Background: an optimization exercise with open tools, aiming at small area, a short achievable clock period and few clock cycles. Do not read the settings as production practice.
Where RTL was checked, it was by simulation tests only, not by an equivalence proof against the original.

## violet
==> flow/design.v <==
module rv32i_core (
  input         clk,
  input         rst_n,
  output [31:0] imem_addr,
  input  [31:0] imem_rdata,
  output        dmem_valid,
  output        dmem_we,
  output [31:0] dmem_addr,
  output [31:0] dmem_wdata,
  output [3:0]  dmem_wstrb,
  input  [31:0] dmem_rdata,
  output        halted
);
  reg [31:0] rf [1:31];
  reg [31:0] fpc;         
  reg [15:0] bht;         
  reg        d_v;         
  reg [31:0] d_ir;
  reg [31:0] d_pc;
  reg        d_pred;      
  reg        d_fused;     
  reg [31:1] d_s1;        
  reg        d_h1, d_h2;  
  reg        halt_r;      
  reg        x_wen;       
  reg        x_br, x_ld, x_st, x_halt;
  reg [31:0] x_a;         
  reg [31:0] x_b;         
  reg [31:0] x_c;         
  reg        x_cin;       
  reg        x_pred;      
  reg        x_back;      
  reg [3:0]  x_bi;        
  reg        x_late;      
  reg [4:0]  x_rd;
  reg        x_sra;       
  reg [4:0]  x_sh;        
  reg [2:0]  x_f3;
  reg        x_rsum, x_rsll, x_rslt, x_rxor, x_rsr, x_ror, x_rand, x_rld, x_rc;
  wire [31:0] sum;
  wire        cout;
  add32 u_alu_add (.a(x_a), .b(x_b), .cin(x_cin), .s(sum), .cout(cout));
  wire        ltu = ~cout;                       
  wire        eq  = &(x_a ^ x_b);                
  wire        taken = (x_f3[2] ? ltu : eq) ^ x_f3[0];
  wire        mispredict = x_br & (taken ^ x_pred);
  wire        sh_fill = x_sra & x_a[31];
  wire [31:0] sh_r = $signed({sh_fill, x_a}) >>> x_sh;
  reg  [31:0] sh_rev;
  integer k;
  always @* begin
    for (k = 0; k < 32; k = k + 1) sh_rev[k] = sh_r[31-k];
  end
  wire [1:0]  ba = x_a[1:0];
  wire [31:0] ld_sh = dmem_rdata >> {ba, 3'b000};
  reg  [31:0] ld_val;
  always @* begin
    case (x_f3[1:0])
      2'b00:   ld_val = {{24{ld_sh[7]  & ~x_f3[2]}}, ld_sh[7:0]};
      2'b01:   ld_val = {{16{ld_sh[15] & ~x_f3[2]}}, ld_sh[15:0]};
      default: ld_val = ld_sh;
    endcase
  end
  wire [31:0] wdata =
      ({32{x_rsum}}  & sum)
    | ({32{x_rsll}}  & sh_rev)
    | ({32{x_rslt}}  & {31'b0, ltu})
    | ({32{x_rxor}}  & (x_a ^ x_b))
    | ({32{x_rsr}}   & sh_r)
    | ({32{x_ror}}   & (x_a | x_b))
    | ({32{x_rand}}  & (x_a & x_b))
    | ({32{x_rld}}   & ld_val)
    | ({32{x_rc}}    & x_c);
  assign imem_addr  = fpc;
  assign dmem_valid = x_ld | x_st;
  assign dmem_we    = x_st;
  assign dmem_addr  = x_a;
  assign dmem_wdata = (x_f3[1:0] == 2'b00) ? {4{x_c[7:0]}} :
                      (x_f3[1:0] == 2'b01) ? {2{x_c[15:0]}} : x_c;
  assign dmem_wstrb = (x_f3[1:0] == 2'b00) ? (4'b0001 << ba) :
                      (x_f3[1:0] == 2'b01) ? (ba[1] ? 4'b1100 : 4'b0011) : 4'b1111;
  assign halted = halt_r | x_halt;
  wire [31:0] in = d_ir;
  wire [6:0]  op = in[6:0];
  wire [2:0]  f3 = in[14:12];
  wire [4:0]  rs1 = in[19:15];
  wire [4:0]  rs2 = in[24:20];
  wire d_lui   = (op == 7'b0110111);
  wire d_auipc = (op == 7'b0010111);
  wire d_jal   = (op == 7'b1101111);
  wire d_jalr  = (op == 7'b1100111);
  wire d_br    = (op == 7'b1100011);
  wire d_ld    = (op == 7'b0000011);
  wire d_st    = (op == 7'b0100011);
  wire d_opi   = (op == 7'b0010011);
  wire d_op    = (op == 7'b0110011);
  wire d_known = d_lui | d_auipc | d_jal | d_jalr | d_br | d_ld | d_st | d_opi | d_op;
  wire d_alu   = d_op | d_opi;
  wire [31:0] imm_i = {{20{in[31]}}, in[31:20]};
  wire [31:0] imm_s = {{20{in[31]}}, in[31:25], in[11:7]};
  wire [31:0] imm_b = {{20{in[31]}}, in[7], in[30:25], in[11:8], 1'b0};
  wire [31:0] imm_u = {in[31:12], 12'b0};
  wire [31:0] imm_j = {{12{in[31]}}, in[19:12], in[20], in[30:21], 1'b0};
  reg [31:0] rd1, rd2;
  integer r;
  always @* begin
    rd1 = 32'b0;
    rd2 = 32'b0;
    for (r = 1; r < 32; r = r + 1) begin
      rd1 = rd1 | ({32{d_s1[r]}} & rf[r]);
      rd2 = rd2 | ({32{rs2 == r}} & rf[r]);
    end
  end
  wire hit1 = x_wen & d_h1;
  wire hit2 = x_wen & d_h2;
  wire [31:0] v1 = hit1 ? wdata : rd1;
  wire [31:0] v2 = hit2 ? wdata : rd2;
  wire [31:0] base = hit1 ? x_c : rd1;
  wire [31:0] addr;
  add32 u_addr_add (.a(base), .b(d_st ? imm_s : imm_i), .cin(1'b0), .s(addr), .cout());
  wire        d_usebase = d_ld | d_st | d_jalr;
  wire        stall = d_v & d_usebase & hit1 & x_late;
  wire [31:0] dpc4 = d_pc + 32'd4;
  wire [31:0] dtgt;
  add32 u_tgt_add (.a(d_pc), .b(d_br ? imm_b : imm_u), .cin(1'b0), .s(dtgt), .cout());
  wire halt_next = halt_r | x_halt;
  wire go = d_v & ~halt_next & ~mispredict & ~stall;
  wire redirect_d = go & d_jalr & ~d_fused;
  wire d_sub  = d_br | (d_op & (f3 == 3'b000) & in[30]) | (d_alu & (f3[2:1] == 2'b01));
  wire d_sgn  = (d_br & ~f3[1]) | (d_alu & (f3 == 3'b010));    
  reg  [31:0] v1_rev;
  always @* begin
    for (r = 0; r < 32; r = r + 1) v1_rev[r] = v1[31-r];
  end
  wire d_sll = d_alu & (f3 == 3'b001);
  wire [31:0] a_n = (d_ld | d_st) ? addr : d_sll ? v1_rev : {v1[31] ^ d_sgn, v1[30:0]};
  wire [31:0] b_n = (d_op | d_br) ? v2 : imm_i;
  wire [31:0] b_x = b_n ^ {d_sub ^ d_sgn, {31{d_sub}}};
  wire [31:0] c_n = d_st ? v2 :
                    (d_jal | d_jalr | d_pred) ? dpc4 :
                    d_lui ? imm_u : dtgt;
  wire [31:0] fin = imem_rdata;
  wire f_jal  = (fin[6:0] == 7'b1101111);
  wire f_agree = bht[fpc[5:2]];
  wire f_fuse = (fin[6:0] == 7'b1100111) & d_v & d_auipc & (in[11:7] != 5'd0) & (fin[19:15] == in[11:7]);
  wire [31:0] fjt = dtgt + {{20{fin[31]}}, fin[31:20]};
  wire f_pred = (fin[6:0] == 7'b1100011) & (fin[31] ~^ f_agree);
  wire        f_s = fin[31];
  wire [12:0] lo_b = {1'b0, fpc[11:0]} + {1'b0, fin[7], fin[30:25], fin[11:8], 1'b0};
  wire [20:0] lo_j = {1'b0, fpc[19:0]} + {1'b0, fin[19:12], fin[20], fin[30:21], 1'b0};
  wire [19:0] hb_inc = fpc[31:12] + 20'd1;
  wire [19:0] hb_dec = fpc[31:12] - 20'd1;
  wire [11:0] hj_inc = fpc[31:20] + 12'd1;
  wire [11:0] hj_dec = fpc[31:20] - 12'd1;
  wire [19:0] hb = (lo_b[12] == f_s) ? fpc[31:12] : lo_b[12] ? hb_inc : hb_dec;
  wire [11:0] hj = (lo_j[20] == f_s) ? fpc[31:20] : lo_j[20] ? hj_inc : hj_dec;
  wire [31:0] ftgt_b = {hb, lo_b[11:0]};
  wire [31:0] ftgt_j = {hj, lo_j[19:0]};
  wire [31:0] fpc4 = fpc + 32'd4;
  wire replay = stall & ~mispredict & ~halt_next;
  wire [31:0] fpc_next = mispredict ? x_c :
                         replay     ? d_pc :
                         redirect_d ? {addr[31:1], 1'b0} :
                         f_fuse ? {fjt[31:1], 1'b0} :
                         f_jal ? ftgt_j : f_pred ? ftgt_b : fpc4;
  always @(posedge clk or negedge rst_n) begin
    if (!rst_n) begin
      fpc    <= 32'b0;
      d_v    <= 1'b0;
      halt_r <= 1'b0;
      x_wen  <= 1'b0;
      x_br   <= 1'b0;
      x_ld   <= 1'b0;
      x_st   <= 1'b0;
      x_halt <= 1'b0;
    end else begin
      fpc    <= fpc_next;
      d_v    <= ~(mispredict | replay | redirect_d | halt_next);
      halt_r <= halt_next;
      x_wen  <= go & (in[11:7] != 5'd0) & (d_lui | d_auipc | d_jal | d_jalr | d_ld | d_alu);
      x_br   <= go & d_br;
      x_ld   <= go & d_ld;
      x_st   <= go & d_st;
      x_halt <= go & ~d_known;
    end
  end
  always @(posedge clk) begin
    d_ir   <= fin;
    d_pc   <= fpc;
    d_pred <= f_pred;
    d_fused <= f_fuse;
    for (r = 1; r < 32; r = r + 1) d_s1[r] <= (fin[19:15] == r);
    d_h1   <= (fin[19:15] == in[11:7]);
    d_h2   <= (fin[24:20] == in[11:7]);
  end
  always @(posedge clk) begin
    x_a      <= a_n;
    x_b      <= b_x;
    x_c      <= c_n;
    x_cin    <= d_sub;
    x_pred   <= d_pred;
    x_back   <= in[31];
    x_bi     <= d_pc[5:2];
    x_late   <= d_alu | d_ld;
    x_rd     <= in[11:7];
    x_sra    <= in[30] & ~d_sll;
    x_sh     <= d_op ? v2[4:0] : in[24:20];
    x_f3     <= f3;
    x_rsum   <= d_alu & (f3 == 3'b000);
    x_rsll   <= d_sll;
    x_rslt   <= d_alu & (f3[2:1] == 2'b01);
    x_rxor   <= d_alu & (f3 == 3'b100);
    x_rsr    <= d_alu & (f3 == 3'b101);
    x_ror    <= d_alu & (f3 == 3'b110);
    x_rand   <= d_alu & (f3 == 3'b111);
    x_rld    <= d_ld;
    x_rc     <= d_lui | d_auipc | d_jal | d_jalr;
  end
  wire        agreed = taken ~^ x_back;
  always @(posedge clk or negedge rst_n) begin
    if (!rst_n)    bht <= 16'hFFFF;
    else if (x_br) bht[x_bi] <= agreed;
  end
  integer w;
  always @(posedge clk) begin
    for (w = 1; w < 32; w = w + 1)
      if (x_wen && x_rd == w) rf[w] <= wdata;
  end
endmodule
module add32 (
  input  [31:0] a,
  input  [31:0] b,
  input         cin,
  output [31:0] s,
  output        cout
);
  wire [31:0] p0 = a ^ b;
  wire [31:0] g0 = a & b;
  wire [31:0] g [0:5];
  wire [31:0] p [0:5];
  assign g[0] = {g0[31:1], g0[0] | (p0[0] & cin)};
  assign p[0] = p0;
  genvar l, i;
  generate
    for (l = 0; l < 5; l = l + 1) begin : lvl
      for (i = 0; i < 32; i = i + 1) begin : bt
        if (i >= (1 << l)) begin : op
          assign g[l+1][i] = g[l][i] | (p[l][i] & g[l][i - (1 << l)]);
          assign p[l+1][i] = p[l][i] & p[l][i - (1 << l)];
        end else begin : pass
          assign g[l+1][i] = g[l][i];
          assign p[l+1][i] = p[l][i];
        end
      end
    end
  endgenerate
  wire [32:0] c = {g[5], cin};
  assign s = p0 ^ c[31:0];
  assign cout = c[32];
endmodule
make LEC_CHECK=0 CAP_MARGIN=20 CORE_MARGIN=2 CORE_UTILIZATION=25 PLACE_DENSITY=0.4 SETUP_SLACK_MARGIN=5 SLEW_MARGIN=20 finish   # period 10.0 ns
run.sh (not shown) runs the stock make flow with config.mk's settings and CLKGATE_MAP_FILE= SYNTH_SCRIPT=/design/flow/synth_recipe.tcl, a recipe that flattens the netlist after the stock synthesis.
Testbench counts of violet, summed over its fixed seeds: cycles 73,590.
Input-level comparison between juniper and violet:
diff --git a/flow/design.v b/flow/design.v
--- a/flow/design.v
+++ b/flow/design.v
@@ -10,18 +10,17 @@
   output [3:0]  dmem_wstrb,
   input  [31:0] dmem_rdata,
   output        halted
 );
   reg [31:0] rf [1:31];
   reg [31:0] fpc;         
-  reg [15:0] bht;         
+  reg [1:0]  bht [0:15];  
   reg        d_v;         
   reg [31:0] d_ir;
   reg [31:0] d_pc;
   reg        d_pred;      
-  reg        d_fused;     
   reg [31:1] d_s1;        
   reg        d_h1, d_h2;  
   reg        halt_r;      
   reg        x_wen;       
   reg        x_br, x_ld, x_st, x_halt;
   reg [31:0] x_a;         
@@ -122,13 +121,13 @@
   wire        stall = d_v & d_usebase & hit1 & x_late;
   wire [31:0] dpc4 = d_pc + 32'd4;
   wire [31:0] dtgt;
   add32 u_tgt_add (.a(d_pc), .b(d_br ? imm_b : imm_u), .cin(1'b0), .s(dtgt), .cout());
   wire halt_next = halt_r | x_halt;
   wire go = d_v & ~halt_next & ~mispredict & ~stall;
-  wire redirect_d = go & d_jalr & ~d_fused;
+  wire redirect_d = go & d_jalr;
   wire d_sub  = d_br | (d_op & (f3 == 3'b000) & in[30]) | (d_alu & (f3[2:1] == 2'b01));
   wire d_sgn  = (d_br & ~f3[1]) | (d_alu & (f3 == 3'b010));    
   reg  [31:0] v1_rev;
   always @* begin
     for (r = 0; r < 32; r = r + 1) v1_rev[r] = v1[31-r];
   end
@@ -138,15 +137,13 @@
   wire [31:0] b_x = b_n ^ {d_sub ^ d_sgn, {31{d_sub}}};
   wire [31:0] c_n = d_st ? v2 :
                     (d_jal | d_jalr | d_pred) ? dpc4 :
                     d_lui ? imm_u : dtgt;
   wire [31:0] fin = imem_rdata;
   wire f_jal  = (fin[6:0] == 7'b1101111);
-  wire f_agree = bht[fpc[5:2]];
-  wire f_fuse = (fin[6:0] == 7'b1100111) & d_v & d_auipc & (in[11:7] != 5'd0) & (fin[19:15] == in[11:7]);
-  wire [31:0] fjt = dtgt + {{20{fin[31]}}, fin[31:20]};
+  wire f_agree = bht[fpc[5:2]][1];
   wire f_pred = (fin[6:0] == 7'b1100011) & (fin[31] ~^ f_agree);
   wire        f_s = fin[31];
   wire [12:0] lo_b = {1'b0, fpc[11:0]} + {1'b0, fin[7], fin[30:25], fin[11:8], 1'b0};
   wire [20:0] lo_j = {1'b0, fpc[19:0]} + {1'b0, fin[19:12], fin[20], fin[30:21], 1'b0};
   wire [19:0] hb_inc = fpc[31:12] + 20'd1;
   wire [19:0] hb_dec = fpc[31:12] - 20'd1;
@@ -158,13 +155,12 @@
   wire [31:0] ftgt_j = {hj, lo_j[19:0]};
   wire [31:0] fpc4 = fpc + 32'd4;
   wire replay = stall & ~mispredict & ~halt_next;
   wire [31:0] fpc_next = mispredict ? x_c :
                          replay     ? d_pc :
                          redirect_d ? {addr[31:1], 1'b0} :
-                         f_fuse ? {fjt[31:1], 1'b0} :
                          f_jal ? ftgt_j : f_pred ? ftgt_b : fpc4;
   always @(posedge clk or negedge rst_n) begin
     if (!rst_n) begin
       fpc    <= 32'b0;
       d_v    <= 1'b0;
       halt_r <= 1'b0;
@@ -185,13 +181,12 @@
     end
   end
   always @(posedge clk) begin
     d_ir   <= fin;
     d_pc   <= fpc;
     d_pred <= f_pred;
-    d_fused <= f_fuse;
     for (r = 1; r < 32; r = r + 1) d_s1[r] <= (fin[19:15] == r);
     d_h1   <= (fin[19:15] == in[11:7]);
     d_h2   <= (fin[24:20] == in[11:7]);
   end
   always @(posedge clk) begin
     x_a      <= a_n;
@@ -214,15 +209,20 @@
     x_ror    <= d_alu & (f3 == 3'b110);
     x_rand   <= d_alu & (f3 == 3'b111);
     x_rld    <= d_ld;
     x_rc     <= d_lui | d_auipc | d_jal | d_jalr;
   end
   wire        agreed = taken ~^ x_back;
+  integer e;
   always @(posedge clk or negedge rst_n) begin
-    if (!rst_n)    bht <= 16'hFFFF;
-    else if (x_br) bht[x_bi] <= agreed;
+    if (!rst_n) begin
+      for (e = 0; e < 16; e = e + 1) bht[e] <= 2'b10;
+    end else if (x_br) begin
+      if (agreed) bht[x_bi] <= (bht[x_bi] == 2'b11) ? 2'b11 : bht[x_bi] + 2'b01;
+      else        bht[x_bi] <= (bht[x_bi] == 2'b00) ? 2'b00 : bht[x_bi] - 2'b01;
+    end
   end
   integer w;
   always @(posedge clk) begin
     for (w = 1; w < 32; w = w + 1)
       if (x_wen && x_rd == w) rf[w] <= wdata;
   end
==> comparison <==
juniper ended up with fewer standard cells than violet. Diff violet -> juniper: relative area change from synthesis to final layout went down, fraction of the cycle the final worst path needs fell by 2.6 points, antenna diode count went down by 8. Of violet and juniper, the higher fraction of layout cells with a size suffix above 1 belongs to violet. juniper gives less net total in the final layout than violet did. Time the worst path needs with I/O delays and setup, violet and juniper: larger value in violet. Compared with violet, wire length in juniper decreased slightly.
Function not checked in juniper: the RTL went through the layout flow alone.

## afterwards: timing with drivers on the ports
The flow's constraints put no driver on any port. The routed layouts listed below were extracted and timed again, unchanged, in two steps. Step 1 sets driving cells, clkbuf_16 on the clock port and buf_2 on the other inputs (assumed; they add their load-dependent delay and slew). Step 2 adds t to the input delays and takes it off the output delays; t is the mean of the earliest and latest rising clock arrival at the registers after step 1. Input paths then give back, and output paths get back, about the clock's delay inside the block. a / b / c = ideal / step 1 / step 2; a / b = the first two.
run | shift t [ns] | slack for setup (ns) | latest minus earliest clock arrival (ns) | worst data-port slew with drivers (ns)
violet | 0.910 | 4.622 / 4.676 / 3.766 | 0.068 / 0.068 | 0.08
juniper | 0.928 | 4.882 / 4.882 / 4.039 | 0.079 / 0.079 | 0.09
After both steps setup and hold are still met in every run listed. The setup slack of violet, which loses most, moves by +0.054 ns with the drivers and by -0.856 ns with both steps.
